This is an optimization exercise on Yosys and OpenROAD, whose aim is small area, not a production implementation.
The RTL was checked by simulation tests, not by an equivalence proof against the original design.
Power is estimated from default activity; no workload was simulated.

==> flow/design.v (excerpt) <==
module snake_game(clk, rs, rw, en, dat, rst, up, dwn, lef, rig, led, seg, buz);
clock: 25.0 ns
lec_check: 0
cap_margin: 20
core_margin: 2
core_utilization: 60
slew_margin: 20
standard.sh (not shown) runs the stock make flow with config.mk's settings and CLKGATE_MAP_FILE= SYNTH_SCRIPT=/design/flow/synth_recipe.tcl, a recipe that flattens the netlist after the stock synthesis.
==> flow/flow/run.sh <==
#!/bin/bash
# Own flow: the standard synthesis, then the combinational logic between
# the registers re-mapped by ABC for area (flow/remap.tcl; every register keeps
# its instance, cell type and nets), proved equivalent to the standard netlist
# (flow/equiv.tcl), then the standard layout from there, with the smallest
# buffer on the ports and a clock tree without dummy loads.
set -euo pipefail
R="$PWD/orfs/results/$FLOW_PLATFORM/snake_game/base"
YOSYS="$FLOW_HOME/../tools/install/yosys/bin/yosys"
[[ -x "$YOSYS" ]] || YOSYS=yosys
export REMAP_LIB="$FLOW_HOME/platforms/$FLOW_PLATFORM/lib/sky130_fd_sc_hd__tt_025C_1v80.lib"

bash standard.sh synth > synth.log 2>&1
cp "$R/1_2_yosys.v" standard_1_2_yosys.v

# ABC scripts, most aggressive first; the first whose result is proved
# equivalent is used, else the standard netlist stays
SCRIPTS=(
  "strash;dc2;dc2;dch,-f;amap;strash;dc2;dch,-f;amap;mfs3,-a"
  "strash;dc2;dc2;dch,-f;amap;strash;dc2;dch,-f;amap"
  "strash;ifraig;dc2;strash;dch,-f;map,-a"
)
i=0
for s in "${SCRIPTS[@]}"; do
  i=$((i+1))
  if REMAP_SCRIPT="$s" REMAP_NETLIST="$PWD/standard_1_2_yosys.v" REMAP_OUT="$PWD/remap_$i.v" \
       "$YOSYS" -c flow/remap.tcl > remap_$i.log 2>&1 &&
     EQUIV_GOLD="$PWD/standard_1_2_yosys.v" EQUIV_GATE="$PWD/remap_$i.v" \
       timeout 1200 "$YOSYS" -c flow/equiv.tcl > equiv_$i.log 2>&1; then
    cp "remap_$i.v" "$R/1_2_yosys.v"
    echo "using remap script $i: $s" > remap_choice.txt
    break
  fi
done

export BUFFER_PORTS_ARGS="-buffer_cell sky130_fd_sc_hd__buf_1"
# clock tree: clusters of up to 20 registers on clkbuf_8, no dummy loads
export CTS_ARGS="-sink_clustering_enable -repair_clock_nets -sink_clustering_size 20 -sink_clustering_max_diameter 60 -buf_list sky130_fd_sc_hd__clkbuf_8 -dont_use_dummy_load"
bash standard.sh > layout.log 2>&1
Other scripts of this flow, unchanged in this note and not shown: flow/flow/equiv.tcl, flow/flow/remap.tcl
Rerun with:
--- a/flow/design.v
+++ b/flow/design.v
@@ -304,20 +304,19 @@
         end
     end
     wire [1:0] tv = (p == 7'd0) ? d0r : R[79];
     always @(posedge clk) begin
         R[0] <= tv;
         for (k = 1; k < 80; k = k + 1)
             R[k] <= R[k-1];
     end
     always @(posedge clk) begin
-        if (!rst) p <= 7'd0;
-        else if (tick) p <= (p == 7'd78) ? 7'd0 : (p == 7'd79) ? 7'd1 : p + 7'd2;
+        if (tick) p <= (p == 7'd78) ? 7'd0 : (p == 7'd79) ? 7'd1 : p + 7'd2;
         else p <= (p == 7'd79) ? 7'd0 : p + 7'd1;
     end
     wire [6:0] sb = (p == 7'd0) ? pos : S;
     wire [6:0] sn = mv(sb, tv ^ 2'd1);
     always @(posedge clk) S <= (tick && p == 7'd79) ? pos : sn;
     wire sreal = (p <= cr) && !z;
     always @(posedge clk) begin
         if (!rst) begin
             pos <= CELL_19;
Sequential power goes down by 7.6%.
Global-route usage is lower by 0.41 points.
Hold slack got worse by 0.029 ns.
Core utilization came out lower by 0.23 points.
Count of clock-buffer cells in the layout decreases by 2.
Cell area falls by 0.65%.
Worst setup slack got worse by 1.2 ns.

========
Another version of the RTL of snake_game (not shown whole).
For scale: ~29 I/O pins, about 13000 µm² of cells after synthesis.
==> module DISPLAY_7SEG, before the edit <==
module DISPLAY_7SEG (
    input clk,
    input rst,
    input q15,
    input inc,
    input wrap,
    output [6:0] seg,
    output [3:0] an
);
reg [3:0] g;
reg [1:0] scan;
reg [3:0] digit;
reg [3:0] dp;           
reg on;                 
reg [3:0] d0, d1, d2, d3;
reg d4;
always @(posedge clk) begin
    if (!rst) g <= 0;
    else if (q15) g <= g + 1;
end
wire slow_tick = q15 && (g == 4'd7);
always @(posedge clk) begin
    if (!rst || (inc && wrap)) begin
        d0 <= 0; d1 <= 0; d2 <= 0; d3 <= 0; d4 <= 0;
    end else if (inc) begin
        if (d0 != 9) d0 <= d0 + 1;
        else begin
            d0 <= 0;
            if (d1 != 9) d1 <= d1 + 1;
            else begin
                d1 <= 0;
                if (d2 != 9) d2 <= d2 + 1;
                else begin
                    d2 <= 0;
                    if (d3 != 9) d3 <= d3 + 1;
                    else begin
                        d3 <= 0;
                        d4 <= 1;
                    end
                end
            end
        end
    end
end
wire [3:0] dvi   = d0;
reg [3:0] oa, ob;
reg [1:0] oc;
reg oe;
always @(*) begin
    case (scan)
        2'b00: begin oa = d1; ob = d2; oc = d3[1:0]; oe = d4; end
        2'b01: begin oa = d0; ob = 4'd0; oc = 2'd0; oe = 1'b0; end
        2'b10: begin oa = d2; ob = d3; oc = {1'b0, d4}; oe = 1'b0; end
        default: begin oa = d3; ob = {3'b0, d4}; oc = 2'd0; oe = 1'b0; end
    endcase
end
wire [3:0] dval = oa + {ob[2:0], 1'b0} + {ob[0], 3'b0} + {oc, 2'b0} + {oe, 3'b0};
function [6:0] seg_decode;
    input [3:0] num;
    seg_decode = (num == 4'h0) ? 7'b1000000 :
                 (num == 4'h1) ? 7'b1001111 :
                 (num == 4'h2) ? 7'b0100100 :
                 (num == 4'h3) ? 7'b0000110 :
                 (num == 4'h4) ? 7'b0001011 :
                 (num == 4'h5) ? 7'b0010010 :
                 (num == 4'h6) ? 7'b0010000 :
                 (num == 4'h7) ? 7'b1000111 :
                 (num == 4'h8) ? 7'b0000000 :
                 (num == 4'h9) ? 7'b0000010 : 7'b1111111;
endfunction
assign seg = seg_decode(dp);
assign an = !on ? 4'b0000 :
            (scan == 2'b01) ? 4'b1110 :
            (scan == 2'b10) ? 4'b1101 :
            (scan == 2'b11) ? 4'b1011 : 4'b0111;
always @(posedge clk) begin
    if (!rst) begin
        scan <= 0;
        on <= 0;
        digit <= 0;
        dp <= 4'd8;
    end else if (slow_tick) begin
        scan <= scan + 1;
        on <= 1;
        digit <= dval;
        dp <= digit;
    end
end
endmodule
==> module sound, before the edit <==
module sound(
    input clk,
    input rst,
    output beep
);
    reg beep_r;
    reg [4:0] st;
    reg [15:0] count;
    reg [13:0] count1;
    wire [13:0] count1_nx = {count1[12:0], count1[13] ^ count1[12] ^ count1[11] ^ count1[1]};
    reg [6:0] count_end;
    parameter   C4 = 7'd96,
                D4 = 7'd85,
                E4 = 7'd76,
                F4 = 7'd72,
                G4 = 7'd64,
                A4 = 7'd57,
                A4s = 7'd54,
                C5 = 7'd48;
    parameter   TIME = 10000;
    assign beep = beep_r;
    always @(*) begin
        count_end =
            (st[4:1] == 4'd0) ? C4 :    
            (st[4:1] == 4'd1) ? D4 :    
            (st[4:1] == 4'd2) ? C4 :    
            (st[4:1] == 4'd3) ? F4 :    
            (st[4:1] == 4'd4) ? E4 :    
            (st[4:1] == 4'd5) ? C4 :    
            (st[4:1] == 4'd6) ? D4 :    
            (st[4:1] == 4'd7) ? C4 :    
            (st[4:1] == 4'd8) ? G4 :    
            (st[4:1] == 4'd9) ? F4 :    
            (st[4:1] == 4'd10) ? C4 :    
            (st[4:1] == 4'd11) ? C5 :    
            (st == 5'd24) ? A4 :
            7'd0;               
    end
    always @(posedge clk) begin
        if (!rst) begin
            count <= 16'h0;
            beep_r <= 1'b0;
        end else begin
            count <= count + 1'b1;
            if (count == {9'd0, count_end}) begin
                count <= 16'h0;
                beep_r <= !beep_r;
            end
        end
    end
    always @(posedge clk) begin
        if (!rst) begin
            count1 <= 14'd1;
            st <= 5'd25;
        end else if (count1 != 14'd1470) begin
            count1 <= count1_nx;
        end else begin
            count1 <= 14'd1;
            st <= (st == 5'd24) ? 5'd0 : (st == 5'd25) ? 5'd1 : st + 5'd1;
        end
    end
endmodule
clock: 25.0 ns
lec_check: 0
cap_margin: 20
core_margin: 2
core_utilization: 60
place_density: 0.85
slew_margin: 20
==> flow/flow/run.sh <==
#!/bin/bash
# Own flow: the standard synthesis, then the combinational logic between
# the registers re-mapped by ABC for area (flow/remap.tcl; every register keeps
# its instance, cell type and nets), proved equivalent to the standard netlist
# (flow/equiv.tcl), then the standard layout from there, with the smallest
# buffer on the ports and a clock tree without dummy loads.
set -euo pipefail
R="$PWD/orfs/results/$FLOW_PLATFORM/snake_game/base"
YOSYS="$FLOW_HOME/../tools/install/yosys/bin/yosys"
[[ -x "$YOSYS" ]] || YOSYS=yosys
export REMAP_LIB="$FLOW_HOME/platforms/$FLOW_PLATFORM/lib/sky130_fd_sc_hd__tt_025C_1v80.lib"

bash standard.sh synth > synth.log 2>&1
cp "$R/1_2_yosys.v" standard_1_2_yosys.v

# ABC scripts; every result proved equivalent to the standard netlist is a
# candidate and the smallest is used (if none is, the standard netlist stays)
SCRIPTS=(
  "strash;dc2;dc2;dch,-f;amap;strash;dc2;dch,-f;amap;mfs3,-a"
  "strash;dc2;dc2;dch,-f;amap;strash;dc2;dch,-f;amap;mfs3,-a,-e"
  "strash;dc2;dc2;dch,-f;amap;strash;dc2;dch,-f;amap"
  "strash;ifraig;dc2;strash;dch,-f;map,-a"
)
best=""
best_area=""
i=0
for s in "${SCRIPTS[@]}"; do
  i=$((i+1))
  if REMAP_SCRIPT="$s" REMAP_NETLIST="$PWD/standard_1_2_yosys.v" REMAP_OUT="$PWD/remap_$i.v" \
       REMAP_STAT="$PWD/remap_$i.stat" "$YOSYS" -c flow/remap.tcl > remap_$i.log 2>&1 &&
     EQUIV_GOLD="$PWD/standard_1_2_yosys.v" EQUIV_GATE="$PWD/remap_$i.v" \
       timeout 1200 "$YOSYS" -c flow/equiv.tcl > equiv_$i.log 2>&1; then
    area=$(awk '/Chip area for top module/ {print $NF}' "remap_$i.stat")
    echo "script $i: area $area: $s" >> remap_choice.txt
    if [[ -n "$area" ]] && { [[ -z "$best_area" ]] || awk -v a="$area" -v b="$best_area" 'BEGIN {exit !(a < b)}'; }; then
      best=$i
      best_area=$area
    fi
  else
    echo "script $i: failed or not proved: $s" >> remap_choice.txt
  fi
done
if [[ -n "$best" ]]; then
  cp "remap_$best.v" "$R/1_2_yosys.v"
  echo "using script $best" >> remap_choice.txt
else
  echo "using the standard netlist" >> remap_choice.txt
fi

export BUFFER_PORTS_ARGS="-buffer_cell sky130_fd_sc_hd__buf_1"
# clock tree: clusters of up to 20 registers on clkbuf_8, no dummy loads
export CTS_ARGS="-sink_clustering_enable -repair_clock_nets -sink_clustering_size 20 -sink_clustering_max_diameter 60 -buf_list sky130_fd_sc_hd__clkbuf_8 -root_buf sky130_fd_sc_hd__clkbuf_4 -tree_buf sky130_fd_sc_hd__clkbuf_4 -dont_use_dummy_load"
bash standard.sh > layout.log 2>&1
Other scripts of this flow, unchanged in this note and not shown: flow/flow/equiv.tcl, flow/flow/remap.tcl
The first run completed without violations.
Next try:
--- a/flow/design.v
+++ b/flow/design.v
@@ -101,14 +101,17 @@
 function [6:0] seg_decode;
     input [3:0] num;
-    seg_decode = (num == 4'h0) ? 7'b1000000 :
-                 (num == 4'h1) ? 7'b1001111 :
-                 (num == 4'h2) ? 7'b0100100 :
-                 (num == 4'h3) ? 7'b0000110 :
-                 (num == 4'h4) ? 7'b0001011 :
-                 (num == 4'h5) ? 7'b0010010 :
-                 (num == 4'h6) ? 7'b0010000 :
-                 (num == 4'h7) ? 7'b1000111 :
-                 (num == 4'h8) ? 7'b0000000 :
-                 (num == 4'h9) ? 7'b0000010 : 7'b1111111;
+    case (num)
+        4'h0: seg_decode = 7'b1000000;
+        4'h1: seg_decode = 7'b1001111;
+        4'h2: seg_decode = 7'b0100100;
+        4'h3: seg_decode = 7'b0000110;
+        4'h4: seg_decode = 7'b0001011;
+        4'h5: seg_decode = 7'b0010010;
+        4'h6: seg_decode = 7'b0010000;
+        4'h7: seg_decode = 7'b1000111;
+        4'h8: seg_decode = 7'b0000000;
+        4'h9: seg_decode = 7'b0000010;
+        default: seg_decode = 7'b1111111;
+    endcase
 endfunction
 assign seg = seg_decode(dp);
@@ -153,19 +156,20 @@
     assign beep = beep_r;
     always @(*) begin
-        count_end =
-            (st[4:1] == 4'd0) ? C4 :    
-            (st[4:1] == 4'd1) ? D4 :    
-            (st[4:1] == 4'd2) ? C4 :    
-            (st[4:1] == 4'd3) ? F4 :    
-            (st[4:1] == 4'd4) ? E4 :    
-            (st[4:1] == 4'd5) ? C4 :    
-            (st[4:1] == 4'd6) ? D4 :    
-            (st[4:1] == 4'd7) ? C4 :    
-            (st[4:1] == 4'd8) ? G4 :    
-            (st[4:1] == 4'd9) ? F4 :    
-            (st[4:1] == 4'd10) ? C4 :    
-            (st[4:1] == 4'd11) ? C5 :    
-            (st == 5'd24) ? A4 :
-            7'd0;               
+        case (st)
+            5'd0, 5'd1: count_end = C4;
+            5'd2, 5'd3: count_end = D4;
+            5'd4, 5'd5: count_end = C4;
+            5'd6, 5'd7: count_end = F4;
+            5'd8, 5'd9: count_end = E4;
+            5'd10, 5'd11: count_end = C4;
+            5'd12, 5'd13: count_end = D4;
+            5'd14, 5'd15: count_end = C4;
+            5'd16, 5'd17: count_end = G4;
+            5'd18, 5'd19: count_end = F4;
+            5'd20, 5'd21: count_end = C4;
+            5'd22, 5'd23: count_end = C5;
+            5'd24: count_end = A4;
+            default: count_end = 7'd0;
+        endcase
     end
     always @(posedge clk) begin
What happened:
- critical path depth increases by 1
- cell count shrinks by about 0.9%
- fmax climbs by 20%
- worst hold slack is better by 19 ps
- register-to-register slack is better by 1500 ps
- core utilization goes down by 0.52 points

port drivers added, routing unchanged:
No port has a modelled driver above. Below, the same layouts with a new extraction and two added sets of constraints. Step 1: set_driving_cell puts a clkbuf_16 on clk and a buf_2 on each other input, an assumption about the parent block. Step 2, shift: input delay + t, output delay - t, t = (earliest + latest rising clock arrival at the registers) / 2. This alone moves slack from input paths to output paths. Three values: ideal ports, drivers, drivers and shift; two values: the first two.
run | shift t [ns] | slack for setup (ns) | worst setup path after step 2 | worst slew at a driven data input, ns
the first run of note 1 | 0.615 | 17.504 / 17.504 / 17.504 | register to register | 0.03
the second run of note 1 | 0.605 | 16.344 / 16.344 / 16.344 | register to register | 0.03
the first run of note 2 | 0.755 | 15.965 / 15.965 / 15.965 | register to register | 0.03
the second run of note 2 | 0.749 | 17.467 / 17.467 / 17.266 | input to register | 0.03
After both steps setup and hold are still met in every run listed. The setup slack of the second run of note 2, which loses most, moves by 0.000 ns with the drivers and by -0.201 ns with both steps.
